From an optimization exercise on the open Yosys and OpenROAD flow, aimed at small area, a short achievable clock period and few clock cycles per item; shortcuts taken in it are not production practice.
Only simulation tests tie the RTL to the original design; equivalence was not proved.
Power and IR drop assume default switching activity.

$ cat design/flow/config.mk
export PLATFORM = sky130hd
export DESIGN_NAME = non_restoring_div
export DESIGN_NICKNAME = non_restoring_div
export VERILOG_FILES = /design/flow/design.v
export SDC_FILE = /design/flow/constraint.sdc
export NUM_CORES = 4
export LEC_CHECK = 0
export ABC_CLOCK_PERIOD_IN_PS = 2500
export CAP_MARGIN = 20
export CORE_MARGIN = 2
export CORE_UTILIZATION = 65
export SETUP_SLACK_MARGIN = 2.5
export SLEW_MARGIN = 20
$ cat design/flow/constraint.sdc
create_clock -name core_clock -period 5.0 [get_ports {clk}]
set_input_delay 1.0000 -clock core_clock [delete_from_list [all_inputs] [get_ports {clk}]]
set_output_delay 1.0000 -clock core_clock [all_outputs]
set_load 0.01 [all_outputs]
$ cat design/flow/design.v
module non_restoring_div #(parameter N = 16) (
    input  logic clk, rst_n, start,
    input  logic [N-1:0] dividend, divisor,
    output logic [N-1:0] quotient, remainder,
    output logic ready
);
    localparam W = $clog2(N);
    function automatic logic [3:0] lead16(input logic [15:0] x);
        logic [3:0] v;
        logic [1:0] e [4];
        for (int k = 0; k < 4; k++) begin
            v[k] = |x[4*k +: 4];
            e[k] = x[4*k+3] ? 2'd3 : x[4*k+2] ? 2'd2 : x[4*k+1] ? 2'd1 : 2'd0;
        end
        lead16[3] = v[3] | v[2];
        lead16[2] = v[3] | (!v[2] & v[1]);
        lead16[1:0] = v[3] ? e[3] : v[2] ? e[2] : v[1] ? e[1] : e[0];
    endfunction
    logic [N-1:0] r, d, q;
    logic [W-1:0] cnt;
    logic         busy, align;
    logic [N-1:0] sma;
    logic         below, accept, last;
    logic [W-1:0] amt;
    logic [N-1:0] rot;
    logic [N:0]   diff;
    always_comb begin
        sma[N-1] = dividend[N-1];
        for (int i = N - 2; i >= 0; i--) sma[i] = sma[i+1] | dividend[i];
    end
    assign below  = |(divisor & ~sma);
    assign accept = start && !busy && divisor != '0;
    assign last   = !align && cnt == '1;
    assign amt    = align ? cnt : '1;
    logic [N-1:0] rot1, rot2, rot4;
    assign rot1 = amt[0] ? {d[N-2:0],    d[N-1]}      : d;
    assign rot2 = amt[1] ? {rot1[N-3:0], rot1[N-1-:2]} : rot1;
    assign rot4 = amt[2] ? {rot2[N-5:0], rot2[N-1-:4]} : rot2;
    assign rot  = amt[3] ? {rot4[N-9:0], rot4[N-1-:8]} : rot4;
    assign diff   = {1'b0, r} - {1'b0, d};
    always_ff @(posedge clk or negedge rst_n) begin
        if (!rst_n) begin
            busy  <= 1'b0;
            ready <= 1'b0;
        end else if (accept) begin
            busy  <= !below;
            ready <= below;
        end else begin
            busy  <= busy && !last;
            ready <= busy && last;
        end
    end
    always_ff @(posedge clk) begin
        align <= !busy;
        if (!busy) begin
            r   <= dividend;
            d   <= divisor;
            q   <= '0;
            cnt <= lead16(dividend) - lead16(divisor);
        end else begin
            if (!align && !diff[N]) r <= diff[N-1:0];
            d   <= rot;
            q   <= {q[N-2:0], !align && !diff[N]};
            cnt <= cnt - 1'b1;
        end
    end
    assign quotient  = q;
    assign remainder = r;
endmodule
$ cat design/flow/flow/run.sh
#!/bin/bash
set -euo pipefail
export BUFFER_PORTS_ARGS="-buffer_cell sky130_fd_sc_hd__buf_2"
bash standard.sh > flow.log 2>&1
$ cat design/flow/standard.sh
#!/bin/bash
# synth_recipe.tcl (not shown) runs the flow's synth.tcl, then flattens the netlist and writes it again
# the make line also repeats each setting of config.mk as NAME=value (left out here)
make -C /OpenROAD-flow-scripts/flow DESIGN_CONFIG=/design/flow/config.mk WORK_HOME=/design/flow/orfs CLKGATE_MAP_FILE= SYNTH_SCRIPT=/design/flow/synth_recipe.tcl "${@:-finish}"
==> results of run 1 <==
[synth_stat cells (4+ instances only)]
cell / instances
nor2_1: 55
a21oi_1: 54
dfxtp_1: 37
inv_1: 36
nand2_1: 31
ha_1: 21
o22ai_1: 20
and2_1: 17
edfxtp_1: 16
mux2i_1: 16
nand3_1: 14
o21ai_0: 14
nand2b_1: 13
nor3_1: 13
clkbuf_1: 12
mux2_1: 11
mux2_2: 9
nor4_2: 8
buf_2: 7
o211ai_1: 7
nor4_1: 6
xor2_1: 6
a31oi_1: 5
nand4_1: 5
nor2b_1: 4
xnor2_1: 4
[timing repair]
action / in CTS / in global routing
setup endpoints to repair: 19 / 19
cloned: 1 / 0
hold buffers: 0 / 0
pin swaps: 8 / 15
buffers inserted: 1 / 4
resized for setup: 11 / 26
[logic make-up after synthesis]
logic type / after synthesis / synth area share (%)
xor+xnor: 10 / 2.06
simple gates: 184 / 23.3
flops: 55 / 29.9
compound gates: 142 / 21.8
mux: 36 / 9.07
buf+inv: 64 / 6.66
fa+ha+maj: 23 / 7.13
[per-layer routing]
metal | share of wire, % | GRT usage (%) | up-vias
li1 | - | - | 2001
met3 | 11 | 4.09 | 48
met4 | 2.8 | 11.0 | 0
met1 | 43 | 49.3 | 1994
met2 | 44 | 52.4 | 290
met5 | 0 | 0 | -
[cell type report]
class                   count  area share [%]
clock inverters             3           0.646
flip-flops and latches     55            26.3
multi-input cells         396            58.1
inverters                  36            2.79
repair buffers             74            8.73
clock buffers               5            1.42
well taps                  77            1.99
[stage by stage]
step                hold slack, ps  instance area [um^2]  util, %
global route                   428                  4840     76.3
global placement               432                  4570     72.0
floorplan                      504                  4270        -
CTS                            436                  4730     74.5
detailed placement             441                  4570     72.0
finish                         427                  4840     76.3
[final timing paths]
| check | start | to | slack (ps) | depth (start not counted) |
|---|---|---|---|---|
| min in group core_clock | q[11]$_SDFF_PN0_ | q[12]$_SDFF_PN0_ | 470 | 1 |
| max in group asynchronous | rst_n | busy$_DFF_PN0_ | 4470 | 1 |
| worst max register to register | d[10]$_DFF_P_ | r[4]$_DFFE_PP_ | 2580 | 7 |
| worst max-delay path | divisor[4] | cnt[3]$_DFF_P_ | 2470 | 12 |
| worst min-delay path | rst_n | busy$_DFF_PN0_ | 430 | 1 |
| worst min register to register | q[11]$_SDFF_PN0_ | q[12]$_SDFF_PN0_ | 470 | 1 |
[power by group through the flow]
stage,sequential (mW),clock [mW],combinational [mW]
2_1_floorplan,0.910,0,1.81
3_3_place_gp,0.994,0,2.20
3_5_place_dp,1.00,0,2.26
4_1_cts,0.991,0.282,2.31
5_1_grt,1.02,0.297,2.62
6_report,1.01,0.283,2.39
[registers in the layout (all words and copies together) (netlist names)]
register and flops:
d 16, q 16, r 16, cnt 4, align 1, busy 1
ready 1
==> summary.txt, run 1 <==
Post-synth EDFFs = 16
GP Congestion = 0.990
Critical Path RT = 5190 ps
Setup Slack @ Placement = 2020 ps
status = no timing/DRC/antenna violations
slowest stage cell, crit path = ha_1
worst path arrival time = 2720 ps
critical path, cell by cell = buf_8, nor2_4, o21ai_2, a211oi_2, nor3_2, o31ai_2, inv_1, ha_1, a21o_1, a21oi_2, xnor2_1, o21ai_1
num rows = 29
commonest non-fill, non-tap cell in the layout = buf_2
Routed WL per cell = 19.1 um
share of post-route cells with drive strength above 1 = 23.0%
initial antenna violation count = 0
Sw Share = 50.1%
Clock Pin Slew Worst Setup and Hold Paths = 120 ps
crit share post-route = 50.5%
RSZ-0062 raised after global routing = true
fill count = 489
post-synth cell types = 64
vias after detailed routing = 4333
die area = 7200 um^2
H-tree depth = 2
largest net degree at the start of global routing = 77
CP peak stage delay = 290 ps
IO Port Bufs = 67
peak supply drop = 0.493 mV
total CTS buffers = 5
commonest cells after routing, fill and taps aside = buf_2 (62), nor2_1 (54), a21oi_1 (51)
clock share of power = 7.7%
Clock Path Buffers = 2
DR iter-0 viols = 427
IO Pins = 68
die width = 84.8 um
final worst slack = 2470 ps
Synth Flop Type = dfxtp_1
Die H = 84.8 um
clock latency (worst-skew pair) = 330 ps
Pwr Density = 760 nW/um^2
GRT Util Overall = 33.8%
most area-hungry cell type in the Yosys netlist = dfxtp_1
delay-heaviest family, CP = compound AO/OA/AOI/OAI gates
register area share after synthesis = 29.9%
first-pass GRT wire length = 19500 um
syn avg cell area = 8.26 um^2
syn_nets = 572
most area-consuming cells after synthesis = dfxtp_1 (17%), edfxtp_1 (11%), a21oi_1 (6.4%)
minimum clock period = 2530 ps
WP buf/inv = 2
TritonCTS clock tree = done
final setup vio count = 0
DPL Wire Length = 8960 um
Final Max Slew Viols = 0
Fin Setup TNS = 0 ps
max-cap violation count = 0
Psw = 1.84 mW
Yosys reg bits = 55
ANT cells = 0
Seq pwr share = 27.3%
vias in the first global route = 3890
Yosys top cell area share = 17.4%
# clock sinks = 55
final hold viol count = 0
wire length after detailed routing = 12300 um
Post-Syn Instances = 514
Multi-input gate area = 2810 um^2
Final Total Pwr = 3.68 mW
Root Buffer = clkbuf_8
proportion of power drawn by combinational gates = 65.0%
cell area after synthesis = 4250 um^2
Initial Util = 66.9%
Core Area = 6350 um^2
Critical Path End Type = flip-flop
internal power = 1.84 mW
synth warn = 3
DRC viols = 0
clock skew = 10.3 ps
remaining antenna violation count = 0
drt pass-1 iters = 6
FF+latch area = 1270 um^2
non-filler cells in the finished layout = 646
Slew headroom = 27.7%
Least-Margin Pin Slew = 1080 ps
worst hold-check path type = primary input to async pin
Worst setup SP type = primary input
Area Growth Syn to Fin = 14.0%
Placed Instances = 632
nets@finish = 626
async set or reset register ratio after synthesis = 3.64%
Pleak = 2.13 nW
vias per cell = 6.71
Achievable Freq = 396 MHz
Worst Path Class, Setup = primary input to flip-flop
global route overflow = 0
crit path max fanout = 2
Testbench counts, summed over its fixed seeds: cycles 14,538, items 3,200.
==> inputs of run 2 (changes only) <==
==> design/flow/flow/run.sh (replaced) <==
#!/bin/bash
set -euo pipefail
export BUFFER_PORTS_ARGS="-buffer_cell sky130_fd_sc_hd__buf_1"
bash standard.sh > flow.log 2>&1
==> run 2 against run 1 <==
Die area stayed put. Final cell count is 0.46% higher. Fmax is 0.19% lower. Area after synthesis stayed put. Total power is 0.56% lower. Via count is 0.12% lower. Sequential power hardly changed. Largest cell class unchanged. Combinational power hardly changed. Routed wire length is 1.3% higher. Critical path depth is 4 lower. Critical path type unchanged.
==> summary.txt, run 2 <==
max-cap violation count = 0 (unchanged)
ANT cells = 0 (unchanged)
most area-hungry cell type in the Yosys netlist = dfxtp_1 (unchanged)
remaining antenna violation count = 0 (unchanged)
Clock Path Buffers = 2 (unchanged)
Psw = 1.84 mW (about the same)
vias per cell = 6.67 (was 6.71)
Yosys top cell area share = 17.4% (unchanged)
drt pass-1 iters = 5 (was 6)
global route overflow = 0 (unchanged)
crit share post-route = 50.6% (was 50.5%)
Met2 Wirelength = 5520 um (was 5400 um)
top layer in use = met4 (unchanged)
Pwr Density = 758 nW/um^2 (was 760 nW/um^2)
async set or reset register ratio after synthesis = 3.64% (unchanged)
register area share after synthesis = 29.9% (unchanged)
first-pass GRT wire length = 19800 um (was 19500 um)
clock latency (worst-skew pair) = 320 ps (was 330 ps)
Met3 Routed Length = 1260 um (was 1330 um)
status = no timing/DRC/antenna violations (unchanged)
xor and xnor area share after synthesis = 2.06% (unchanged)
Simple-Gate Fraction of Synth Area = 23.3% (unchanged)
synth cell count leaders = nor2_1 (55), a21oi_1 (54), dfxtp_1 (37), inv_1 (36), nand2_1 (31) (unchanged)
syn_nets = 572 (unchanged)
post-synth cell types = 64 (unchanged)
initial antenna violation count = 0 (unchanged)
peak supply drop = 0.517 mV (was 0.493 mV)
hold_buf cts = 0 (unchanged)
Worst setup SP type = primary input (unchanged)
die width = 84.8 um (unchanged)
vias after detailed routing = 4328 (was 4333)
worst path arrival time = 2710 ps (was 2720 ps)
synth warn = 3 (unchanged)
GRT Util Overall = 34.3% (was 33.8%)
IO Pins = 68 (unchanged)
Root Buffer = clkbuf_8 (unchanged)
Yosys reg bits = 55 (unchanged)
Setup Slack @ Placement = 2020 ps (about the same)
Initial Util = 66.9% (unchanged)
final hold viol count = 0 (unchanged)
share of post-route cells with drive strength above 1 = 15.9% (was 23.0%)
Critical Path RT = 5180 ps (was 5190 ps)
Routed WL per cell = 19.2 um (was 19.1 um)
Final Max Slew Viols = 0 (unchanged)
vias in the first global route = 4009 (was 3890)
final setup vio count = 0 (unchanged)
clock skew = 15.7 ps (was 10.3 ps)
nets@finish = 629 (was 626)
Core Area = 6350 um^2 (unchanged)
final worst slack = 2470 ps (about the same)
Slew headroom = 44.3% (was 27.7%)
largest net degree at the start of global routing = 77 (unchanged)
Util after Layout = 76.1% (was 76.3%)
Met1 Wirelength = 5370 um (was 5240 um)
IO Port Bufs = 67 (unchanged)
fill count = 503 (was 489)
largest family of logic cells by synthesized area = simple AND/OR/NAND/NOR gates (unchanged)
wire length after detailed routing = 12500 um (was 12300 um)
Area Growth Syn to Fin = 13.8% (was 14.0%)
most area-consuming cells after synthesis = dfxtp_1 (17%), edfxtp_1 (11%), a21oi_1 (6.4%) (unchanged)
area share of fa/ha/maj cells after synthesis = 7.13% (unchanged)
Top Registers = d x16, q x16, r x16 (unchanged)
count leader, synth = nor2_1 (unchanged)
Post-synth EDFFs = 16 (unchanged)
internal power = 1.82 mW (was 1.84 mW)
Die H = 84.8 um (unchanged)
Least-Margin Pin Slew = 834 ps (was 1080 ps)
compound-gate portion of the synthesized area = 21.8% (unchanged)
TritonCTS clock tree = done (unchanged)
proportion of power drawn by combinational gates = 64.6% (was 65.0%)
commonest cells after routing, fill and taps aside = nor2_1 (51), buf_1 (51), a21oi_1 (50) (was buf_2 (62), nor2_1 (54), a21oi_1 (51))
Pleak = 1.98 nW (was 2.13 nW)
Post-Syn Instances = 514 (unchanged)
Achievable Freq = 395 MHz (was 396 MHz)
# clock sinks = 55 (unchanged)
Seq pwr share = 27.8% (was 27.3%)
total CTS buffers = 5 (unchanged)
clock share of power = 7.6% (was 7.7%)
Fin Setup TNS = 0 ps (unchanged)
Clock Pin Slew Worst Setup and Hold Paths = 120 ps (about the same)
Sw Share = 50.4% (was 50.1%)
DR iter-0 viols = 332 (was 427)
num rows = 29 (unchanged)
multiplexer share of the synthesized area = 9.07% (unchanged)
die area = 7200 um^2 (unchanged)
Synth Flop Type = dfxtp_1 (unchanged)
crit path max fanout = 6 (was 2)
minimum clock period = 2530 ps (about the same)
DPL Wire Length = 9080 um (was 8960 um)
syn avg cell area = 8.26 um^2 (unchanged)
Critical Path End Type = flip-flop (unchanged)
worst hold-check path type = primary input to async pin (unchanged)
DRC viols = 0 (unchanged)
cell area after synthesis = 4250 um^2 (unchanged)
GP Congestion = 0.946 (was 0.990)
RSZ-0062 raised after global routing = true (unchanged)
H-tree depth = 2 (unchanged)
Worst Path Class, Setup = primary input to flip-flop (unchanged)
==> run 2: cell counts after synthesis <==
No cell type changed its count.
==> run 2: cell type report <==
cell class / instances / area [um^2] / share of cell area (%)
Multi-Input combinational cell: 396 / 2840 / 58.7
Sequential cell: 55 / 1270 / 26.4
Timing Repair Buffer: 77 / 387 / 8.00
Inverter: 36 / 135 / 2.80
Tap cell: 77 / 96.3 / 1.99
Clock buffer: 5 / 68.8 / 1.42
Clock inverter: 3 / 33.8 / 0.699
==> run 2: through the flow <==
stage          hold WS [ps]  power [mW]  cell area (um^2)  instances
4_1_cts                 438        3.57              4760        647
5_1_grt                 439        3.92              4830        649
3_5_place_dp            447        3.24              4500        633
3_3_place_gp            436        3.18              4500        633
6_report                436        3.66              4830        649
2_1_floorplan           504        2.72              4270        514
==> run 2: critical path, cell delays in order <==
cell      delay, ps
buf_1           190
nor3_2          240
a221oi_2        100
a221o_1         330
ha_2            200
fa_1            400
xor2_1          160
a21oi_1          80
==> run 2: kinds of logic after synthesis <==
group | Yosys count
XOR/XNOR | 10
adder cells (fa/ha/maj) | 23
AO/OA/AOI/OAI | 142
AND/OR/NAND/NOR | 184
flip-flops | 55
multiplexers | 36
buffers and inverters | 64
==> run 2: power groups by stage <==
stage	Combinational (mW)	Sequential, mW	Clock, mW
2_1_floorplan	1.81	0.910	0
3_3_place_gp	2.17	1.01	0
3_5_place_dp	2.23	1.01	0
4_1_cts	2.30	0.997	0.276
5_1_grt	2.60	1.03	0.293
6_report	2.37	1.02	0.278
==> run 2: layer usage <==
layer / vias up / track usage [%]
li1: 2011 / -
met1: 1999 / 49.5
met2: 273 / 52.0
met3: 45 / 6.81
met4: 0 / 11.0
met5: - / 0
==> run 2: final timing paths <==
| kind | from | endpoint | slack, ps | cells after the start |
|---|---|---|---|---|
| min reg2reg | q[2]$_SDFF_PN0_ | q[3]$_SDFF_PN0_ | 470 | 1 |
| min | rst_n | ready$_DFF_PN0_ | 440 | 1 |
| min in group core_clock | q[2]$_SDFF_PN0_ | q[3]$_SDFF_PN0_ | 470 | 1 |
| max in group asynchronous | rst_n | busy$_DFF_PN0_ | 4430 | 1 |
| max | divisor[9] | cnt[2]$_DFF_P_ | 2470 | 8 |
| max reg2reg | r[0]$_DFFE_PP_ | r[5]$_DFFE_PP_ | 2590 | 8 |
==> run 2: timing repair <==
item | in CTS | in global routing
resized for setup | 34 | 26
cloned | 1 | 0
setup endpoints to repair | 19 | 32
setup buffers | 5 | 2
pin swaps | 17 | 9
==> inputs of run 3 (changes only) <==
==> design/flow/flow/run.sh (replaced) <==
#!/bin/bash
set -euo pipefail
export BUFFER_PORTS_ARGS="-buffer_cell sky130_fd_sc_hd__buf_2"
bash standard.sh ADDER_MAP_FILE= finish > flow.log 2>&1
--- a/design/flow/config.mk
+++ b/design/flow/config.mk
@@ -10,3 +10,3 @@
 export CORE_MARGIN = 2
-export CORE_UTILIZATION = 65
+export CORE_UTILIZATION = 40
 export SETUP_SLACK_MARGIN = 2.5
==> run 3 against run 2 <==
Still clean. Utilization fell by 27 points. Clock-buffer cell count did not move. Via count fell by 18%. Combinational power fell by 2%. Worst hold slack improved by 2.5 ps. Sequential cell count did not move. Register-to-register slack improved by 50 ps. Routed wire length fell by 14%. Fmax fell by 11%. Total power fell by 0.46%. Highest routed layer unchanged.
==> summary.txt, run 3 <==
remaining antenna violation count = 0 (unchanged)
drt pass-1 iters = 5 (unchanged)
nets@finish = 571 (was 629)
H-tree depth = 2 (unchanged)
crit share post-route = 56.6% (was 50.6%)
peak supply drop = 0.295 mV (was 0.517 mV)
IO Port Bufs = 67 (unchanged)
Yosys top cell area share = 19.1% (was 17.4%)
Critical Path RT = 5260 ps (was 5180 ps)
minimum clock period = 2830 ps (was 2530 ps)
Clock Pin Slew Worst Setup and Hold Paths = 110 ps (was 120 ps)
vias in the first global route = 3275 (was 4009)
share of post-route cells with drive strength above 1 = 22.3% (was 15.9%)
synth warn = 3 (unchanged)
IO Pins = 68 (unchanged)
Achievable Freq = 353 MHz (was 395 MHz)
Least-Margin Pin Slew = 1050 ps (was 834 ps)
most area-consuming cells after synthesis = dfxtp_1 (19%), edfxtp_1 (12%), mux2i_1 (12%) (was dfxtp_1 (17%), edfxtp_1 (11%), a21oi_1 (6.4%))
crit path max fanout = 3 (was 6)
synth cell count leaders = nand2_1 (49), mux2i_1 (47), nor2_1 (41), dfxtp_1 (37) (was nor2_1 (55), a21oi_1 (54), dfxtp_1 (37), inv_1 (36), nand2_1 (31))
Top Registers = d x16, q x16, r x16 (unchanged)
Fin Setup TNS = 0 ps (unchanged)
max-cap violation count = 0 (unchanged)
wire length after detailed routing = 10700 um (was 12500 um)
RSZ-0062 raised after global routing = true (unchanged)
die width = 102 um (was 84.8 um)
final setup vio count = 0 (unchanged)
worst hold slack = 438 ps (was 436 ps)
Clock Path Buffers = 2 (unchanged)
Core Area = 9330 um^2 (was 6350 um^2)
Final Total Pwr = 3.64 mW (was 3.66 mW)
die area = 10500 um^2 (was 7200 um^2)
Die H = 102 um (was 84.8 um)
Critical Path End Type = flip-flop (unchanged)
async set or reset register ratio after synthesis = 3.64% (unchanged)
first-pass GRT wire length = 16700 um (was 19800 um)
GP Congestion = 0.883 (was 0.946)
worst hold-check path type = primary input to async pin (unchanged)
DRC viols = 0 (unchanged)
fill count = 919 (was 503)
Synth Flop Type = dfxtp_1 (unchanged)
Final Max Slew Viols = 0 (unchanged)
Routed WL per cell = 16.1 um (was 19.2 um)
hold_buf cts = 0 (unchanged)
ANT cells = 0 (unchanged)
status = no timing/DRC/antenna violations (unchanged)
Post-Syn Instances = 471 (was 514)
Area Growth Syn to Fin = 18.9% (was 13.8%)
initial antenna violation count = 0 (unchanged)
num rows = 35 (was 29)
Pwr Density = 790 nW/um^2 (was 758 nW/um^2)
# clock sinks = 55 (unchanged)
Initial Util = 41.6% (was 66.9%)
total CTS buffers = 5 (unchanged)
worst path arrival time = 3090 ps (was 2710 ps)
largest net degree at the start of global routing = 42 (was 77)
Slew headroom = 29.6% (was 44.3%)
cell area after synthesis = 3880 um^2 (was 4250 um^2)
syn_nets = 506 (was 572)
commonest non-fill, non-tap cell in the layout = buf_2
Post-synth EDFFs = 16 (unchanged)
most area-hungry cell type in the Yosys netlist = dfxtp_1 (unchanged)
Worst setup SP type = primary input (unchanged)
clock skew = 5.37 ps (was 15.7 ps)
post-synth cell types = 48 (was 64)
syn avg cell area = 8.24 um^2 (was 8.26 um^2)
register area share after synthesis = 32.8% (was 29.9%)
Pleak = 2.22 nW (was 1.98 nW)
vias after detailed routing = 3530 (was 4328)
count leader, synth = nand2_1 (was nor2_1)
Yosys reg bits = 55 (unchanged)
clock latency (worst-skew pair) = 320 ps (about the same)
TritonCTS clock tree = done (unchanged)
vias per cell = 5.30 (was 6.67)
Worst Path Class, Setup = primary input to flip-flop (unchanged)
DPL Wire Length = 8240 um (was 9080 um)
GRT Util Overall = 20.8% (was 34.3%)
commonest cells after routing, fill and taps aside = buf_2 (62), nand2_1 (49), mux2i_1 (47) (was nor2_1 (51), buf_1 (51), a21oi_1 (50))
final hold viol count = 0 (unchanged)
Root Buffer = clkbuf_8 (unchanged)
DR iter-0 viols = 239 (was 332)
global route overflow = 0 (unchanged)
[run 3: per-stage QoR]
stage / util [%] / instances / area [um^2] / setup slack (ps)
2_1_floorplan: - / 471 / 3890 / 2010
3_3_place_gp: 46.3 / 649 / 4320 / 1780
3_5_place_dp: 46.3 / 649 / 4320 / 1730
4_1_cts: 48.7 / 665 / 4540 / 2150
5_1_grt: 49.5 / 666 / 4610 / 2090
6_report: 49.5 / 666 / 4610 / 2170
[run 3: worst paths after layout]
kind                       depth (start not counted)              end       startpoint  slack [ps]
setup reg to reg                                   8   r[4]$_DFFE_PP_  r[12]$_DFFE_PP_        2640
setup / recovery                                   9   cnt[3]$_DFF_P_     dividend[12]        2170
hold / removal                                     1   busy$_DFF_PN0_            rst_n         440
max in group asynchronous                          1   busy$_DFF_PN0_            rst_n        4460
hold reg to reg                                    1  q[3]$_SDFF_PN0_  q[2]$_SDFF_PN0_         460
min in group core_clock                            1  q[3]$_SDFF_PN0_  q[2]$_SDFF_PN0_         460
[run 3: power breakdown]
group          leakage [nW]  internal, mW  switching (mW)
logic                  1.68          1.07            1.25
clock network        0.0495         0.103           0.167
registers             0.488         0.774           0.281
[run 3: final cells by class]
type                    count  area, um^2  area share [%]
clock inverters             3        23.8           0.515
inverters                  33         124            2.69
multi-input cells         364        2500            54.2
repair buffers             77         462            10.0
flip-flops and latches     55        1270            27.6
clock buffers               5        68.8            1.49
well taps                 129         161            3.50
[run 3: kinds of logic (layout without fill, tap and decap cells)]
group	count (synthesis)	in the layout	synth area share, %
compound gates	82	82	13.0
buf+inv	52	118	5.10
mux	58	58	15.3
fa+ha+maj	13	13	3.42
xor+xnor	37	37	8.35
flops	55	55	32.8
simple gates	174	174	22.0
[run 3: critical path: stages]
cell      delay (ps)
buf_8            100
or4_4            550
nor3_4           200
o21a_4           180
o221ai_4         100
maj3_2           350
maj3_2           340
xnor2_2          130
mux2i_1          130
[run 3: timing repair]
item,CTS,global route
setup endpoints to repair,18,37
pin swaps,8,5
cloned,0,0
setup buffers,8,1
gates resized for setup,9,16
[run 3: per-layer routing]
layer | vias to the layer above | global-route usage (%) | share of wire (%)
met2 | 108 | 32.4 | 45
met5 | - | 0 | 0
li1 | 1749 | - | -
met3 | 19 | 3.56 | 5.6
met1 | 1654 | 29.5 | 47
met4 | 0 | 6.15 | 1.9
==> inputs of run 4 (changes only) <==
--- a/design/flow/config.mk
+++ b/design/flow/config.mk
@@ -7,3 +7,3 @@
 export LEC_CHECK = 0
-export ABC_CLOCK_PERIOD_IN_PS = 2500
+export ABC_AREA = 1
 export CAP_MARGIN = 20
@@ -11,3 +11,3 @@
 export CORE_UTILIZATION = 40
-export SETUP_SLACK_MARGIN = 2.5
+export SETUP_SLACK_MARGIN = 2.6
 export SLEW_MARGIN = 20
==> run 4 against run 3 <==
Non-clock buffer count down 7. Via count rose by 27%. Sequential cell count unchanged. Utilization shrank 3.4 points. Total power rose by 0.68%. Combinational power up 8%. First-iteration DRC count grew 8.4%. Clock skew is 7.8 ps higher. Design area is 1.7% higher. Worst hold slack worse by 2.2 ps. Clock-buffer cell count unchanged.
==> summary.txt, run 4 <==
status = no timing/DRC/antenna violations (unchanged)
max-cap violation count = 0 (unchanged)
minimum clock period = 2240 ps (was 2830 ps)
final hold viol count = 0 (unchanged)
CP peak stage delay = 190 ps (was 550 ps)
R2R depth = 9 (was 8)
post-CTS setup buffers = 0 (was 8)
async set or reset register ratio after synthesis = 3.64% (unchanged)
Slew headroom = 53.0% (was 29.6%)
crit path max fanout = 4 (was 3)
Worst Setup EP = cnt[3]$_DFF_P_ (unchanged)
crit share post-route = 44.7% (was 56.6%)
slowest stage cell, crit path = nor2_2 (was or4_4)
synth cell count leaders = nand2_1 (194), inv_1 (122), nand3_1 (64), nor2_1 (64), dfxtp_1 (37) (was nand2_1 (49), mux2i_1 (47), nor2_1 (41), dfxtp_1 (37))
post-synth cell types = 34 (was 48)
Clock Path Buffers = 2 (unchanged)
count leader, synth = nand2_1 (unchanged)
most area-hungry cell type in the Yosys netlist = dfxtp_1 (unchanged)
Psw = 2.00 mW (was 1.69 mW)
syn_nets = 720 (was 506)
r2r endpoint = d[8]$_DFF_P_ (was r[4]$_DFFE_PP_)
hold_buf cts = 0 (unchanged)
Pwr Density = 782 nW/um^2 (was 790 nW/um^2)
Core Area = 10200 um^2 (was 9330 um^2)
total CTS buffers = 5 (unchanged)
DRC viols = 0 (unchanged)
Worst Path Class, Setup = primary input to flip-flop (unchanged)
Post-synth EDFFs = 16 (unchanged)
vias in the first global route = 4183 (was 3275)
TritonCTS clock tree = done (unchanged)
global route overflow = 0 (unchanged)
Sw Share = 54.7% (was 46.5%)
Fin Setup TNS = 0 ps (unchanged)
Pleak = 2.62 nW (was 2.22 nW)
clock share of power = 6.9% (was 7.4%)
ANT cells = 0 (unchanged)
Die H = 106 um (was 102 um)
commonest cells after routing, fill and taps aside = nand2_1 (193), inv_1 (122), buf_2 (67) (was buf_2 (62), nand2_1 (49), mux2i_1 (47))
Root Buffer = clkbuf_8 (unchanged)
register area share after synthesis = 30.6% (was 32.8%)
cell area after synthesis = 4150 um^2 (was 3880 um^2)
Initial Util = 40.7% (was 41.6%)
commonest non-fill, non-tap cell in the layout = nand2_1 (was buf_2)
Critical Path RT = 5220 ps (was 5260 ps)
largest net degree at the start of global routing = 55 (was 42)
critical path depth = 15 (was 9)
Clock Pin Slew Worst Setup and Hold Paths = 110 ps (about the same)
nets@finish = 776 (was 571)
clock latency (worst-skew pair) = 310 ps (was 320 ps)
Critical Path End Type = flip-flop (unchanged)
Yosys reg bits = 55 (unchanged)
first-pass GRT wire length = 21000 um (was 16700 um)
worst hold-check path type = primary input to async pin (unchanged)
peak supply drop = 0.271 mV (was 0.295 mV)
FF-to-FF Start = align$_DFF_P_ (was r[12]$_DFFE_PP_)
GP Congestion = 0.891 (was 0.883)
IO Pins = 68 (unchanged)
Yosys top cell area share = 17.9% (was 19.1%)
synth warn = 3 (unchanged)
Synth Flop Type = dfxtp_1 (unchanged)
DPL Wire Length = 11000 um (was 8240 um)
DR iter-0 viols = 259 (was 239)
share of post-route cells with drive strength above 1 = 12.5% (was 22.3%)
delay-heaviest family, CP = simple AND/OR/NAND/NOR gates (unchanged)
final setup vio count = 0 (unchanged)
Top Registers = d x16, q x16, r x16 (unchanged)
internal power = 1.66 mW (was 1.95 mW)
Routed WL per cell = 15.3 um (was 16.1 um)
Util after Layout = 46.0% (was 49.5%)
initial antenna violation count = 0 (unchanged)
WP buf/inv = 4 (was 1)
proportion of power drawn by combinational gates = 68.3% (was 63.6%)
Setup crit start = divisor[8] (was dividend[12])
Worst setup SP type = primary input (unchanged)
die area = 11200 um^2 (was 10500 um^2)
critical path, cell by cell = buf_2, inv_1, nand2_1, nor2_2, nand2_1, inv_1, nand2_1, nand2_1, inv_1, nand2_1, nand4_1, nand2_1, nand2_1, nand3_1, nand2_1 (was buf_8, or4_4, nor3_4, o21a_4, o221ai_4, maj3_2, maj3_2, xnor2_2, mux2i_1)
Least-Margin Pin Slew = 704 ps (was 1050 ps)
worst path arrival time = 2450 ps (was 3090 ps)
num rows = 37 (was 35)
# clock sinks = 55 (unchanged)
vias after detailed routing = 4495 (was 3530)
RSZ-0062 raised after global routing = false (was true)
drt pass-1 iters = 5 (unchanged)
Achievable Freq = 447 MHz (was 353 MHz)
remaining antenna violation count = 0 (unchanged)
die width = 106 um (was 102 um)
Seq pwr share = 24.8% (was 29.0%)
crit-path most repeated cell = nand2_1 (was maj3_2)
syn avg cell area = 6.06 um^2 (was 8.24 um^2)
wire length after detailed routing = 13400 um (was 10700 um)
H-tree depth = 2 (unchanged)
GRT Util Overall = 24.0% (was 20.8%)
clock skew = 13.2 ps (was 5.37 ps)
Post-Syn Instances = 685 (was 471)
IO Port Bufs = 67 (unchanged)
most area-consuming cells after synthesis = dfxtp_1 (18%), nand2_1 (18%), edfxtp_1 (12%) (was dfxtp_1 (19%), edfxtp_1 (12%), mux2i_1 (12%))
Final Max Slew Viols = 0 (unchanged)
worst reg-to-reg setup slack = 2790 ps (was 2640 ps)
vias per cell = 5.12 (was 5.30)
Area Growth Syn to Fin = 13.0% (was 18.9%)
==> run 4: logic make-up (layout without fill, tap and decap cells) <==
family	count (synthesis)	after routing	share of synthesized area [%]
AOI/OAI and AO/OA	122	122	17.2
xor gates and xnor gates	6	6	1.27
buffers and inverters	145	202	13.6
DFF	55	55	30.6
muxes	12	12	2.90
and+or+nand+nor	345	345	34.4
==> run 4: power by group through the flow <==
stage | sequential [mW] | combinational [mW] | clock (mW)
after global placement | 0.913 | 2.43 | 0
after global routing | 0.935 | 2.82 | 0.276
after CTS | 0.907 | 2.46 | 0.259
after detailed placement | 0.918 | 2.45 | 0
after floorplan | 0.916 | 1.76 | 0
final | 0.908 | 2.51 | 0.254
==> run 4: area by class of cell <==
type / instances / area (um^2)
timing repair buffer: 70 / 358
multi-input combinational: 485 / 2330
inverter: 124 / 465
clock buffer: 5 / 68.8
clock inverter: 3 / 22.5
tap: 136 / 170
fill: 1125 / 5500
sequential: 55 / 1270
==> run 4: metrics by stage <==
stage | worst slack (ps) | std cells | hold WS, ps | power (mW) | instance area, um^2
4_1_cts | 2680 | 878 | 432 | 3.63 | 4670
3_3_place_gp | 2180 | 870 | 413 | 3.34 | 4580
3_5_place_dp | 2230 | 870 | 421 | 3.37 | 4580
2_1_floorplan | 2880 | 685 | 446 | 2.68 | 4150
6_report | 2760 | 878 | 436 | 3.67 | 4690
5_1_grt | 2610 | 878 | 426 | 4.03 | 4690
==> run 4: how the worst min path moves through the flow <==
stage                                  to             from  slack [ps]  cells past startpoint
after floorplan            cnt[0]$_DFF_P_   cnt[0]$_DFF_P_         450                      1
after global placement    q[6]$_SDFF_PN0_  q[5]$_SDFF_PN0_         410                      2
after detailed placement  q[7]$_SDFF_PN0_  q[6]$_SDFF_PN0_         420                      2
after CTS                  busy$_DFF_PN0_            rst_n         430                      1
after global routing       busy$_DFF_PN0_            rst_n         430                      1
final                      busy$_DFF_PN0_            rst_n         440                      1
==> run 4: what timing repair did <==
action | in CTS | in global routing
pin swaps | 0 | 0
setup endpoints to repair | 18 | 32
gates resized for setup | 2 | 5
==> run 4: per-layer routing <==
metal | part of all wire, % | vias up | GRT usage, %
met5 | 0 | - | 0
met4 | 1.3 | 0 | 5.73
met3 | 5.0 | 14 | 1.98
met2 | 46 | 146 | 40.6
met1 | 47 | 2035 | 33.2
li1 | - | 2300 | -
==> inputs of run 5 (changes only) <==
==> design/flow/flow/run.sh (replaced) <==
#!/bin/bash
set -euo pipefail
export BUFFER_PORTS_ARGS="-buffer_cell sky130_fd_sc_hd__buf_2"
bash standard.sh > flow.log 2>&1
--- a/design/flow/config.mk
+++ b/design/flow/config.mk
@@ -7,3 +7,3 @@
 export LEC_CHECK = 0
-export ABC_AREA = 1
+export ABC_CLOCK_PERIOD_IN_PS = 2500
 export CAP_MARGIN = 20
@@ -11,3 +11,3 @@
 export CORE_UTILIZATION = 40
-export SETUP_SLACK_MARGIN = 2.6
+export SETUP_SLACK_MARGIN = 2.5
 export SLEW_MARGIN = 20
==> run 5 against run 4 <==
Area after synthesis increased by 2.4%. Sequential cell count is the same. Worst hold slack better by 0.64 ps. Design area increased by 4.2%. Final cell count is 19% lower. Global-route usage down 0.57 points. Via count decreased by 7.4%. Worst setup slack got worse by 290 ps. Clock-buffer cell count did not move. Critical path type unchanged. Sequential share of layout area is 1.1 points lower. Clock skew barely moved.
==> summary.txt, run 5 <==
Achievable Freq = 395 MHz (was 447 MHz)
clock skew = 12.8 ps (was 13.2 ps)
minimum clock period = 2530 ps (was 2240 ps)
r2r endpoint = r[14]$_DFFE_PP_ (was d[8]$_DFF_P_)
most area-consuming cells after synthesis = dfxtp_1 (17%), edfxtp_1 (11%), a21oi_1 (6.4%) (was dfxtp_1 (18%), nand2_1 (18%), edfxtp_1 (12%))
final hold viol count = 0 (unchanged)
Slew headroom = 27.1% (was 53.0%)
Yosys reg bits = 55 (unchanged)
RSZ-0062 raised after global routing = true (was false)
DPL Wire Length = 10000 um (was 11000 um)
syn_nets = 572 (was 720)
DR iter-0 viols = 294 (was 259)
total CTS buffers = 5 (unchanged)
most area-hungry cell type in the Yosys netlist = dfxtp_1 (unchanged)
Routed WL per cell = 18.6 um (was 15.3 um)
TritonCTS clock tree = done (unchanged)
drt pass-1 iters = 5 (unchanged)
crit-path most repeated cell = a21oi_1 (was nand2_1)
R2R depth = 8 (was 9)
worst reg-to-reg setup slack = 2570 ps (was 2790 ps)
FF-to-FF Start = d[7]$_DFF_P_ (was align$_DFF_P_)
Core Area = 10300 um^2 (was 10200 um^2)
vias per cell = 5.89 (was 5.12)
slowest stage cell, crit path = fa_1 (was nor2_2)
Top Registers = d x16, q x16, r x16 (unchanged)
max-cap violation count = 0 (unchanged)
crit share post-route = 50.6% (was 44.7%)
worst hold-check path type = primary input to async pin (unchanged)
Clock Path Buffers = 2 (unchanged)
Pleak = 2.12 nW (was 2.62 nW)
vias after detailed routing = 4161 (was 4495)
Fin Setup TNS = 0 ps (unchanged)
vias in the first global route = 3896 (was 4183)
Pwr Density = 763 nW/um^2 (was 782 nW/um^2)
DRC viols = 0 (unchanged)
die width = 107 um (was 106 um)
syn avg cell area = 8.26 um^2 (was 6.06 um^2)
critical path, cell by cell = buf_2, inv_1, a21oi_1, o21bai_1, a221oi_1, a221o_1, ha_2, fa_1, xor2_1, a21oi_1 (was buf_2, inv_1, nand2_1, nor2_2, nand2_1, inv_1, nand2_1, nand2_1, inv_1, nand2_1, nand4_1, nand2_1, nand2_1, nand3_1, nand2_1)
Synth Flop Type = dfxtp_1 (unchanged)
Area Growth Syn to Fin = 15.1% (was 13.0%)
Least-Margin Pin Slew = 1090 ps (was 704 ps)
Worst Setup EP = cnt[2]$_DFF_P_ (was cnt[3]$_DFF_P_)
first-pass GRT wire length = 21000 um (about the same)
Final Max Slew Viols = 0 (unchanged)
share of post-route cells with drive strength above 1 = 21.9% (was 12.5%)
Clock Pin Slew Worst Setup and Hold Paths = 110 ps (about the same)
# clock sinks = 55 (unchanged)
Root Buffer = clkbuf_8 (unchanged)
worst path arrival time = 2790 ps (was 2450 ps)
Die H = 107 um (was 106 um)
Initial Util = 41.1% (was 40.7%)
Post-synth EDFFs = 16 (unchanged)
crit path max fanout = 4 (unchanged)
WP buf/inv = 2 (was 4)
Critical Path RT = 5260 ps (was 5220 ps)
commonest cells after routing, fill and taps aside = buf_2 (65), nor2_1 (54), a21oi_1 (52) (was nand2_1 (193), inv_1 (122), buf_2 (67))
peak supply drop = 0.378 mV (was 0.271 mV)
Critical Path End Type = flip-flop (unchanged)
status = no timing/DRC/antenna violations (unchanged)
GRT Util Overall = 23.4% (was 24.0%)
global route overflow = 0 (unchanged)
synth warn = 3 (unchanged)
Setup crit start = divisor[3] (was divisor[8])
CP peak stage delay = 380 ps (was 190 ps)
post-synth cell types = 64 (was 34)
Worst setup SP type = primary input (unchanged)
Post-Syn Instances = 514 (was 685)
register area share after synthesis = 29.9% (was 30.6%)
cell area after synthesis = 4250 um^2 (was 4150 um^2)
worst hold slack = 437 ps (was 436 ps)
wire length after detailed routing = 13100 um (was 13400 um)
num rows = 37 (unchanged)
clock latency (worst-skew pair) = 320 ps (was 310 ps)
synth cell count leaders = nor2_1 (55), a21oi_1 (54), dfxtp_1 (37), inv_1 (36), nand2_1 (31) (was nand2_1 (194), inv_1 (122), nand3_1 (64), nor2_1 (64), dfxtp_1 (37))
Worst Path Class, Setup = primary input to flip-flop (unchanged)
hold_buf cts = 0 (unchanged)
nets@finish = 628 (was 776)
async set or reset register ratio after synthesis = 3.64% (unchanged)
final setup vio count = 0 (unchanged)
H-tree depth = 2 (unchanged)
count leader, synth = nor2_1 (was nand2_1)
IO Pins = 68 (unchanged)
die area = 11500 um^2 (was 11200 um^2)
ANT cells = 0 (unchanged)
remaining antenna violation count = 0 (unchanged)
largest net degree at the start of global routing = 53 (was 55)
GP Congestion = 0.900 (was 0.891)
IO Port Bufs = 67 (unchanged)
delay-heaviest family, CP = compound AO/OA/AOI/OAI gates (was simple AND/OR/NAND/NOR gates)
commonest non-fill, non-tap cell in the layout = buf_2 (was nand2_1)
critical path depth = 10 (was 15)
Yosys top cell area share = 17.4% (was 17.9%)
initial antenna violation count = 0 (unchanged)
[run 5: cell type report]
type | instances | area [um^2]
Fill cell | 1030 | 5440
Tap cell | 136 | 170
Sequential cell | 55 | 1270
Timing Repair Buffer | 77 | 440
Clock inverter | 3 | 23.8
Multi-Input combinational cell | 395 | 2780
Inverter | 36 | 135
Clock buffer | 5 | 68.8
[run 5: routing by layer]
layer,vias up,wire [um],track usage (%)
met1,1966,6210,33.3
met2,171,5910,37.1
li1,2008,-,-
met3,16,800,3.47
met4,0,220,5.84
met5,-,0,0
[run 5: what timing repair did]
| item | CTS | global route |
|---|---|---|
| gates resized for setup | 8 | 7 |
| endpoints found under the setup margin | 18 | 19 |
| setup buffers | 3 | 3 |
| pin swaps | 3 | 9 |
[run 5: where the power goes]
| part | total [mW] | switching [mW] | internal [mW] |
|---|---|---|---|
| clock | 0.267 | 0.165 | 0.102 |
| combinational | 2.47 | 1.42 | 1.05 |
| sequential | 0.990 | 0.250 | 0.740 |
[run 5: worst min-delay path by stage]
stage / cells past startpoint / slack (ps) / startpoint / to
floorplan: 1 / 500 / q[9]$_SDFF_PN0_ / q[10]$_SDFF_PN0_
global placement: 1 / 440 / q[2]$_SDFF_PN0_ / q[3]$_SDFF_PN0_
detailed placement: 1 / 450 / q[7]$_SDFF_PN0_ / q[8]$_SDFF_PN0_
CTS: 1 / 430 / rst_n / busy$_DFF_PN0_
global route: 1 / 420 / rst_n / busy$_DFF_PN0_
finish: 1 / 440 / rst_n / busy$_DFF_PN0_
[run 5: kinds of logic (layout without fill, tap and decap cells)]
logic type,Yosys count,in the layout,share of synthesized area (%)
AND/OR/NAND/NOR,184,184,23.3
AO/OA/AOI/OAI,142,142,21.8
buffers and inverters,64,121,6.66
flip-flops,55,55,29.9
multiplexers,36,36,9.07
adder cells (fa/ha/maj),23,23,7.13
XOR/XNOR,10,10,2.06
[run 5: metrics by stage]
| stage | setup WS [ps] | power [mW] | instances | utilization, % | instance area [um^2] |
|---|---|---|---|---|---|
| finish | 2470 | 3.73 | 707 | 47.4 | 4890 |
| global placement | 2110 | 3.30 | 693 | 45.2 | 4660 |
| detailed placement | 2020 | 3.32 | 693 | 45.2 | 4660 |
| floorplan | 2370 | 2.72 | 514 | - | 4270 |
| global route | 2320 | 4.04 | 707 | 47.4 | 4890 |
| CTS | 2510 | 3.69 | 704 | 46.8 | 4830 |
[run 5: worst reg2reg max path: stages (launching register included)]
cell,delay (ps)
dfxtp_1,450
inv_1,90
ha_1,360
a21oi_1,270
nand2_1,90
o2111a_2,300
buf_4,160
or4_1,460
o2111ai_1,100
==> inputs of run 6 (changes only) <==
--- a/design/flow/design.v
+++ b/design/flow/design.v
@@ -18,2 +18,22 @@
     endfunction
+    function automatic logic [N:0] sub(input logic [N-1:0] x, y, input int M);
+        logic [N-1:0] g, p;
+        g = ~x & y;
+        p = ~(x ^ y);
+        for (int l = 0; (2 << l) <= M; l++)
+            for (int i = 0; i < M; i++)
+                if ((i + 1) % (2 << l) == 0) begin
+                    g[i] = g[i] | (p[i] & g[i - (1 << l)]);
+                    p[i] = p[i] & p[i - (1 << l)];
+                end
+        for (int l = $clog2(M) - 2; l >= 0; l--)
+            for (int i = 0; i < M; i++)
+                if ((i + 1) % (2 << l) == (1 << l) && i >= (2 << l)) begin
+                    g[i] = g[i] | (p[i] & g[i - (1 << l)]);
+                    p[i] = p[i] & p[i - (1 << l)];
+                end
+        sub = '0;
+        sub[M] = g[M-1];
+        sub[N-1:0] = x ^ y ^ {g[N-2:0], 1'b0};
+    endfunction
     logic [N-1:0] r, d, q;
@@ -21,3 +41,3 @@
     logic         busy, align;
-    logic [N-1:0] sma;
+    logic [N:0]   s;
     logic         below, accept, last;
@@ -26,7 +46,5 @@
     logic [N:0]   diff;
-    always_comb begin
-        sma[N-1] = dividend[N-1];
-        for (int i = N - 2; i >= 0; i--) sma[i] = sma[i+1] | dividend[i];
-    end
-    assign below  = |(divisor & ~sma);
+    assign s      = sub({{(N-W){1'b0}}, lead16(dividend)},
+                        {{(N-W){1'b0}}, lead16(divisor)}, W);
+    assign below  = s[W];
     assign accept = start && !busy && divisor != '0;
@@ -39,3 +57,3 @@
     assign rot  = amt[3] ? {rot4[N-9:0], rot4[N-1-:8]} : rot4;
-    assign diff   = {1'b0, r} - {1'b0, d};
+    assign diff   = sub(r, d, N);
     always_ff @(posedge clk or negedge rst_n) begin
@@ -58,3 +76,3 @@
             q   <= '0;
-            cnt <= lead16(dividend) - lead16(divisor);
+            cnt <= s[W-1:0];
         end else begin
--- a/design/flow/config.mk
+++ b/design/flow/config.mk
@@ -11,3 +11,3 @@
 export CORE_UTILIZATION = 40
-export SETUP_SLACK_MARGIN = 2.5
+export SETUP_SLACK_MARGIN = 2.0
 export SLEW_MARGIN = 20
==> run 6 against run 5 <==
Combinational power fell by 8.9%. Sequential share of layout area rose by 1.5 points. Sequential power rose by 6%. Area after synthesis fell by 4.6%. Worst hold slack improved by 13 ps. First-iteration DRC count fell by 32%. Via count fell by 15%. Design area fell by 5.3%. Utilization fell by 0.21 points. Largest cell class unchanged. Largest power group unchanged.
==> summary.txt, run 6 <==
IO Port Bufs = 67 (unchanged)
vias in the first global route = 3248 (was 3896)
commonest cells after routing, fill and taps aside = buf_2 (65), dfxtp_1 (37), nor2_1 (34) (was buf_2 (65), nor2_1 (54), a21oi_1 (52))
Initial Util = 41.2% (was 41.1%)
drt pass-1 iters = 5 (unchanged)
Pwr Density = 778 nW/um^2 (was 763 nW/um^2)
Worst Setup EP = cnt[2]$_DFF_P_ (unchanged)
DR iter-0 viols = 201 (was 294)
DPL Wire Length = 8150 um (was 10000 um)
total CTS buffers = 5 (unchanged)
Routed WL per cell = 16.9 um (was 18.6 um)
syn_nets = 515 (was 572)
Psw = 1.66 mW (was 1.83 mW)
vias per cell = 5.53 (was 5.89)
post-synth cell types = 46 (was 64)
Clock Path Buffers = 2 (unchanged)
DRC viols = 0 (unchanged)
Fin Setup TNS = 0 ps (unchanged)
GRT Util Overall = 19.4% (was 23.4%)
Root Buffer = clkbuf_8 (unchanged)
Seq pwr share = 29.2% (was 26.5%)
async set or reset register ratio after synthesis = 3.64% (unchanged)
r2r endpoint = r[9]$_DFFE_PP_ (was r[14]$_DFFE_PP_)
Post-Syn Instances = 450 (was 514)
WP buf/inv = 3 (was 2)
critical path depth = 11 (was 10)
register area share after synthesis = 31.4% (was 29.9%)
slowest stage cell, crit path = fa_2 (was fa_1)
hold_buf cts = 0 (unchanged)
share of post-route cells with drive strength above 1 = 26.2% (was 21.9%)
Area Growth Syn to Fin = 14.3% (was 15.1%)
die area = 10900 um^2 (was 11500 um^2)
Core Area = 9820 um^2 (was 10300 um^2)
most area-consuming cells after synthesis = dfxtp_1 (18%), edfxtp_1 (12%), ha_1 (6.2%) (was dfxtp_1 (17%), edfxtp_1 (11%), a21oi_1 (6.4%))
vias after detailed routing = 3520 (was 4161)
met3 Usage GRT = 2.06% (was 3.47%)
clock latency (worst-skew pair) = 320 ps (about the same)
final hold viol count = 0 (unchanged)
ANT cells = 0 (unchanged)
Yosys top cell area share = 18.3% (was 17.4%)
IO Pins = 68 (unchanged)
critical path, cell by cell = buf_8, nor4_4, and3_4, or3b_4, o21ai_2, ha_2, inv_2, fa_2, inv_2, fa_2, a21oi_2 (was buf_2, inv_1, a21oi_1, o21bai_1, a221oi_1, a221o_1, ha_2, fa_1, xor2_1, a21oi_1)
most area-hungry cell type in the Yosys netlist = dfxtp_1 (unchanged)
max-cap violation count = 0 (unchanged)
largest net degree at the start of global routing = 52 (was 53)
commonest non-fill, non-tap cell in the layout = buf_2 (unchanged)
global route overflow = 0 (unchanged)
wire length after detailed routing = 10800 um (was 13100 um)
die width = 105 um (was 107 um)
num rows = 36 (was 37)
syn avg cell area = 9.00 um^2 (was 8.26 um^2)
crit share post-route = 58.8% (was 50.6%)
delay-heaviest family, CP = adder cells (was compound AO/OA/AOI/OAI gates)
GP Congestion = 0.903 (was 0.900)
minimum clock period = 2940 ps (was 2530 ps)
Die H = 105 um (was 107 um)
non-filler cells in the finished layout = 637 (was 707)
Clock Pin Slew Worst Setup and Hold Paths = 100 ps (was 110 ps)
count leader, synth = dfxtp_1 (was nor2_1)
Setup crit start = dividend[8] (was divisor[3])
FF-to-FF Start = d[0]$_DFF_P_ (was d[7]$_DFF_P_)
clock share of power = 8.4% (was 7.2%)
TritonCTS clock tree = done (unchanged)
Placed Instances = 626 (was 693)
H-tree depth = 2 (unchanged)
Yosys reg bits = 55 (unchanged)
Slew headroom = 33.5% (was 27.1%)
met1 usage = 26.9% (was 33.3%)
worst reg-to-reg setup slack = 2120 ps (was 2570 ps)
Least-Margin Pin Slew = 993 ps (was 1090 ps)
worst path arrival time = 3180 ps (was 2790 ps)
proportion of power drawn by combinational gates = 62.4% (was 66.3%)
first-pass GRT wire length = 17000 um (was 21000 um)
final setup vio count = 0 (unchanged)
Util after Layout = 47.1% (was 47.4%)
crit path max fanout = 2 (was 4)
peak supply drop = 0.386 mV (was 0.378 mV)
FF+latch area = 1270 um^2 (unchanged)
initial antenna violation count = 0 (unchanged)
Critical Path End Type = flip-flop (unchanged)
Critical Path RT = 5250 ps (was 5260 ps)
remaining antenna violation count = 0 (unchanged)
M2 GR Usage = 32.7% (was 37.1%)
cell area after synthesis = 4050 um^2 (was 4250 um^2)
Synth Flop Type = dfxtp_1 (unchanged)
synth cell count leaders = dfxtp_1 (37), nor2_1 (34), inv_1 (30), nand2_1 (30), o21ai_0 (30) (was nor2_1 (55), a21oi_1 (54), dfxtp_1 (37), inv_1 (36), nand2_1 (31))
busiest grt layer = met2 (unchanged)
Top Registers = d x16, q x16, r x16 (unchanged)
nets@finish = 568 (was 628)
status = no timing/DRC/antenna violations (unchanged)
Sw Share = 46.2% (was 49.1%)
synth warn = 3 (unchanged)
Worst setup SP type = primary input (unchanged)
clock skew = 18.3 ps (was 12.8 ps)
internal power = 1.94 mW (was 1.90 mW)
Multi-input gate area = 2570 um^2 (was 2780 um^2)
Achievable Freq = 340 MHz (was 395 MHz)
worst hold-check path type = primary input to async pin (unchanged)
Worst Path Class, Setup = primary input to flip-flop (unchanged)
# clock sinks = 55 (unchanged)
fill count = 979 (was 1030)
R2R depth = 10 (was 8)
RSZ-0062 raised after global routing = true (unchanged)
Pleak = 1.95 nW (was 2.12 nW)
CP peak stage delay = 420 ps (was 380 ps)
Final Max Slew Viols = 0 (unchanged)
Post-synth EDFFs = 16 (unchanged)
==> run 6: worst reg2reg max path: cells and delay by family, from the launching register on <==
kind / cells / cell delay [ps]
fa+ha+maj: 3 / 1020
compound gates: 3 / 580
flops: 1 / 400
mux: 1 / 270
simple gates: 2 / 250
xor+xnor: 1 / 150
==> run 6: power by group through the flow <==
| stage | Clock, mW | Combinational, mW | Sequential [mW] |
|---|---|---|---|
| after detailed placement | 0 | 2.18 | 1.07 |
| after floorplan | 0 | 1.68 | 0.979 |
| after global placement | 0 | 2.14 | 1.06 |
| after CTS | 0.308 | 2.21 | 1.05 |
| final | 0.301 | 2.25 | 1.05 |
| after global routing | 0.322 | 2.48 | 1.09 |
==> run 6: repair_timing <==
action,4_1_cts,5_1_grt
resized for setup,2,15
setup buffers,1,2
setup endpoints to repair,18,7
pin swaps,2,5
==> run 6: final cells by class <==
cell class / count / area share (%)
Multi-Input combinational cell: 337 / 55.4
Clock buffer: 6 / 1.57
Timing Repair Buffer: 73 / 8.57
Clock inverter: 2 / 0.838
Tap cell: 133 / 3.59
Sequential cell: 55 / 27.5
Inverter: 31 / 2.51
==> run 6: metal layers <==
layer | part of all wire, % | wire length, um
met5 | 0 | 0
met4 | 0.37 | 40
met3 | 4.6 | 500
met1 | 45 | 4890
met2 | 50 | 5330
==> run 6: stage by stage <==
stage / worst slack (ps) / hold slack (ps) / power (mW) / instance area [um^2]
final: 2060 / 450 / 3.60 / 4630
after global routing: 1960 / 440 / 3.89 / 4630
after CTS: 2000 / 448 / 3.57 / 4560
after detailed placement: 1630 / 442 / 3.24 / 4440
after global placement: 1710 / 434 / 3.20 / 4440
after floorplan: 1980 / 504 / 2.66 / 4070
==> run 6: cell families (layout without fill, tap and decap cells) <==
family / after synthesis / count (layout) / share of synthesized area [%]
AO/OA/AOI/OAI: 117 / 117 / 19.4
XOR/XNOR: 10 / 10 / 2.16
adder cells (fa/ha/maj): 30 / 30 / 11.1
buffers and inverters: 58 / 112 / 6.83
flip-flops: 55 / 55 / 31.4
multiplexers: 42 / 42 / 11.1
AND/OR/NAND/NOR: 138 / 138 / 18.0
==> run 6: how the worst min path moves through the flow <==
| stage | from | to | slack, ps | cells after the start |
|---|---|---|---|---|
| 2_1_floorplan | q[9]$_SDFF_PN0_ | q[10]$_SDFF_PN0_ | 500 | 1 |
| 3_3_place_gp | q[7]$_SDFF_PN0_ | q[8]$_SDFF_PN0_ | 430 | 1 |
| 3_5_place_dp | q[14]$_SDFF_PN0_ | q[15]$_SDFF_PN0_ | 440 | 1 |
| 4_1_cts | rst_n | busy$_DFF_PN0_ | 450 | 1 |
| 5_1_grt | rst_n | busy$_DFF_PN0_ | 440 | 1 |
| 6_report | rst_n | busy$_DFF_PN0_ | 450 | 1 |
Testbench counts of run 6, summed over its fixed seeds: cycles 14,556, items 3,200.
==> inputs of run 7 (changes only) <==
--- a/design/flow/config.mk
+++ b/design/flow/config.mk
@@ -11,3 +11,3 @@
 export CORE_UTILIZATION = 40
-export SETUP_SLACK_MARGIN = 2.0
+export SETUP_SLACK_MARGIN = 2.5
 export SLEW_MARGIN = 20
==> run 7 against run 6 <==
Final cell count is 0.63% higher. Worst hold slack got worse by 6.1 ps. Clock-buffer cell count up 1. Via count is 0.43% higher. Critical path depth unchanged. Sequential cell count did not move. Fmax shrank 0.44%. First-iteration DRC count up 24%. Critical path type unchanged. Critical endpoint unchanged.
==> summary.txt, run 7 <==
IO Port Bufs = 67 (unchanged)
R2R depth = 6 (was 10)
Fin Setup TNS = 0 ps (unchanged)
# clock sinks = 55 (unchanged)
peak supply drop = 0.362 mV (was 0.386 mV)
TritonCTS clock tree = done (unchanged)
Placement Cell Area = 4460 um^2 (was 4440 um^2)
syn avg cell area = 9.00 um^2 (unchanged)
async set or reset register ratio after synthesis = 3.64% (unchanged)
Core Area = 9820 um^2 (unchanged)
Pwr Density = 787 nW/um^2 (was 778 nW/um^2)
synth cell count leaders = dfxtp_1 (37), nor2_1 (34), inv_1 (30), nand2_1 (30), o21ai_0 (30) (unchanged)
Post-synth EDFFs = 16 (unchanged)
Top Registers = d x16, q x16, r x16 (unchanged)
final worst slack = 2050 ps (was 2060 ps)
Worst setup SP type = primary input (unchanged)
vias after detailed routing = 3535 (was 3520)
commonest non-fill, non-tap cell in the layout = buf_2 (unchanged)
critical path depth = 11 (unchanged)
Clock Path Buffers = 2 (unchanged)
Die H = 105 um (unchanged)
DPL Wire Length = 8130 um (was 8150 um)
worst path arrival time = 3200 ps (was 3180 ps)
worst hold slack = 443 ps (was 450 ps)
Critical Path RT = 5250 ps (about the same)
Worst Path Class, Setup = primary input to flip-flop (unchanged)
RSZ-0062 raised after global routing = true (unchanged)
Yosys top cell area share = 18.3% (unchanged)
Yosys reg bits = 55 (unchanged)
Non-Filler Cell Area, Final = 4680 um^2 (was 4630 um^2)
clock latency (worst-skew pair) = 320 ps (about the same)
drt pass-1 iters = 5 (unchanged)
Setup Slack @ Placement = 1680 ps (was 1630 ps)
most area-hungry cell type in the Yosys netlist = dfxtp_1 (unchanged)
crit share post-route = 59.0% (was 58.8%)
H-tree depth = 2 (unchanged)
synth warn = 3 (unchanged)
ANT cells = 0 (unchanged)
count leader, synth = dfxtp_1 (unchanged)
clock skew = 7.55 ps (was 18.3 ps)
worst hold-check path type = primary input to async pin (unchanged)
delay-heaviest family, CP = adder cells (unchanged)
Synth Flop Type = dfxtp_1 (unchanged)
num rows = 36 (unchanged)
first-pass GRT wire length = 17500 um (was 17000 um)
post-synth cell types = 46 (unchanged)
cell area after synthesis = 4050 um^2 (unchanged)
final hold viol count = 0 (unchanged)
vias per cell = 5.51 (was 5.53)
initial antenna violation count = 0 (unchanged)
nets@finish = 572 (was 568)
GRT Util Overall = 20.0% (was 19.4%)
global route overflow = 0 (unchanged)
non-filler cells in the finished layout = 641 (was 637)
DRC viols = 0 (unchanged)
wire length after detailed routing = 10900 um (was 10800 um)
Pleak = 1.96 nW (was 1.95 nW)
Clock Pin Slew Worst Setup and Hold Paths = 100 ps (about the same)
status = no timing/DRC/antenna violations (unchanged)
Achievable Freq = 339 MHz (was 340 MHz)
Multi-input gate area = 2600 um^2 (was 2570 um^2)
Routed WL per cell = 17.0 um (was 16.9 um)
max-cap violation count = 0 (unchanged)
IO Pins = 68 (unchanged)
Final Max Slew Viols = 0 (unchanged)
total CTS buffers = 5 (unchanged)
Slew headroom = 31.4% (was 33.5%)
vias in the first global route = 3324 (was 3248)
register area share after synthesis = 31.4% (unchanged)
CP peak stage delay = 430 ps (was 420 ps)
DR iter-0 viols = 249 (was 201)
final setup vio count = 0 (unchanged)
Area Growth Syn to Fin = 15.5% (was 14.3%)
GP Congestion = 0.882 (was 0.903)
FF+latch area = 1280 um^2 (was 1270 um^2)
share of post-route cells with drive strength above 1 = 28.9% (was 26.2%)
critical path, cell by cell = buf_8, nor4_4, and3_1, or3b_4, o21ai_2, ha_2, inv_2, fa_2, inv_2, fa_2, a21oi_2 (was buf_8, nor4_4, and3_4, or3b_4, o21ai_2, ha_2, inv_2, fa_2, inv_2, fa_2, a21oi_2)
die width = 105 um (unchanged)
Critical Path End Type = flip-flop (unchanged)
WP buf/inv = 3 (unchanged)
Placed Instances = 626 (unchanged)
minimum clock period = 2950 ps (was 2940 ps)
crit path max fanout = 3 (was 2)
remaining antenna violation count = 0 (unchanged)
largest net degree at the start of global routing = 44 (was 52)
syn_nets = 515 (unchanged)
fill count = 1001 (was 979)
slowest stage cell, crit path = fa_2 (unchanged)
Least-Margin Pin Slew = 1020 ps (was 993 ps)
die area = 10900 um^2 (unchanged)
most area-consuming cells after synthesis = dfxtp_1 (18%), edfxtp_1 (12%), ha_1 (6.2%) (unchanged)
commonest cells after routing, fill and taps aside = buf_2 (65), dfxtp_1 (34), nor2_1 (33) (was buf_2 (65), dfxtp_1 (37), nor2_1 (34))
Root Buffer = clkbuf_8 (unchanged)
Post-Syn Instances = 450 (unchanged)
Initial Util = 41.2% (unchanged)
[run 7: changes by cell type in the layout (fill, tap and decap cells not counted), moves of 2 or more]
cell and delta:
fa_2 +6, dfxtp_1 -3, fa_1 -6, dfxtp_2 +3, o21ai_0 -2, buf_4 +4
[run 7: worst reg2reg max path, stage by stage, from the launching register on]
cell and delay (ps):
dfxtp_1 560, ha_1 320, and3_1 250, nand3_1 100, o211ai_1 170, a211o_1 280, nand3_1 710
[run 7: worst paths after layout]
path / to / slack [ps] / from
worst max-delay path: cnt[2]$_DFF_P_ / 2050 / dividend[10]
worst min-delay path: busy$_DFF_PN0_ / 440 / rst_n
worst max register to register: r[6]$_DFFE_PP_ / 2240 / d[10]$_DFF_P_
worst min register to register: q[7]$_SDFF_PN0_ / 470 / q[6]$_SDFF_PN0_
max in group asynchronous: busy$_DFF_PN0_ / 4450 / rst_n
min in group core_clock: q[7]$_SDFF_PN0_ / 470 / q[6]$_SDFF_PN0_
[run 7: repair_timing]
item | 4_1_cts | 5_1_grt
hold buffers | 0 | 0
pin swaps | 9 | 7
setup buffers | 7 | 0
setup endpoints to repair | 31 | 30
resized for setup | 18 | 7
[run 7: metal layers]
metal  global-route usage [%]  vias up  wire [um]
li1                         -     1718          -
met1                     26.8     1688       4930
met2                     33.2      109       5120
met3                     3.31       20        566
met4                     5.62        0        251
met5                        0        -          0
[run 7: logic make-up after synthesis]
family / Yosys count / share of synthesized area (%)
compound gates: 117 / 19.4
xor+xnor: 10 / 2.16
fa+ha+maj: 30 / 11.1
buf+inv: 58 / 6.83
flops: 55 / 31.4
mux: 42 / 11.1
simple gates: 138 / 18.0
[run 7: area by class of cell]
type	count	share of cell area, %
Clock buffer	7	1.63
Clock inverter	1	0.187
Inverter	31	2.49
Multi-Input combinational cell	337	55.7
Sequential cell	55	27.3
Tap cell	133	3.56
Timing Repair Buffer	77	9.20
[run 7: report_power, final]
group | switching, mW | internal (mW) | total [mW]
clock | 0.149 | 0.102 | 0.251
combinational | 1.29 | 1.08 | 2.37
sequential | 0.285 | 0.776 | 1.06
[run 7: stage by stage]
step / power, mW / utilization [%]
after detailed placement: 3.28 / 45.4
after CTS: 3.63 / 47.3
final: 3.68 / 47.6
after floorplan: 2.69 / -
after global routing: 3.99 / 47.6
after global placement: 3.23 / 45.4

==> separate check: timing with driven ports <==
The flow's constraints put no driver on any port. The routed layouts listed below were extracted and timed again, unchanged, in two steps. Step 1, drivers: a clkbuf_16 drives clk and a buf_2 each remaining input, both assumed. Step 2 adds t to the input delays and takes it off the output delays; t is the mean of the earliest and latest rising clock arrival at the registers after step 1. Input paths then give back, and output paths get back, about the clock's delay inside the block. Slacks: no drivers / after step 1 / after step 2; pairs: no drivers / after step 1.
run | t, ns | setup WS [ns] | pins driven straight from the clock port
run 1 | 0.356 | 2.475 / 2.470 / 2.114 | 1
run 2 | 0.343 | 2.470 / 2.473 / 2.130 | 1
run 3 | 0.351 | 2.170 / 2.165 / 1.813 | 1
run 4 | 0.340 | 2.763 / 2.774 / 2.434 | 1
run 5 | 0.350 | 2.468 / 2.482 / 2.132 | 1
run 6 | 0.338 | 2.061 / 2.051 / 1.713 | 1
run 7 | 0.345 | 2.048 / 2.040 / 1.695 | 1
After both steps setup and hold are still met in every run listed. For run 1, which loses most, drivers alone change the setup slack by -0.005 ns; drivers and shift together by -0.361 ns.
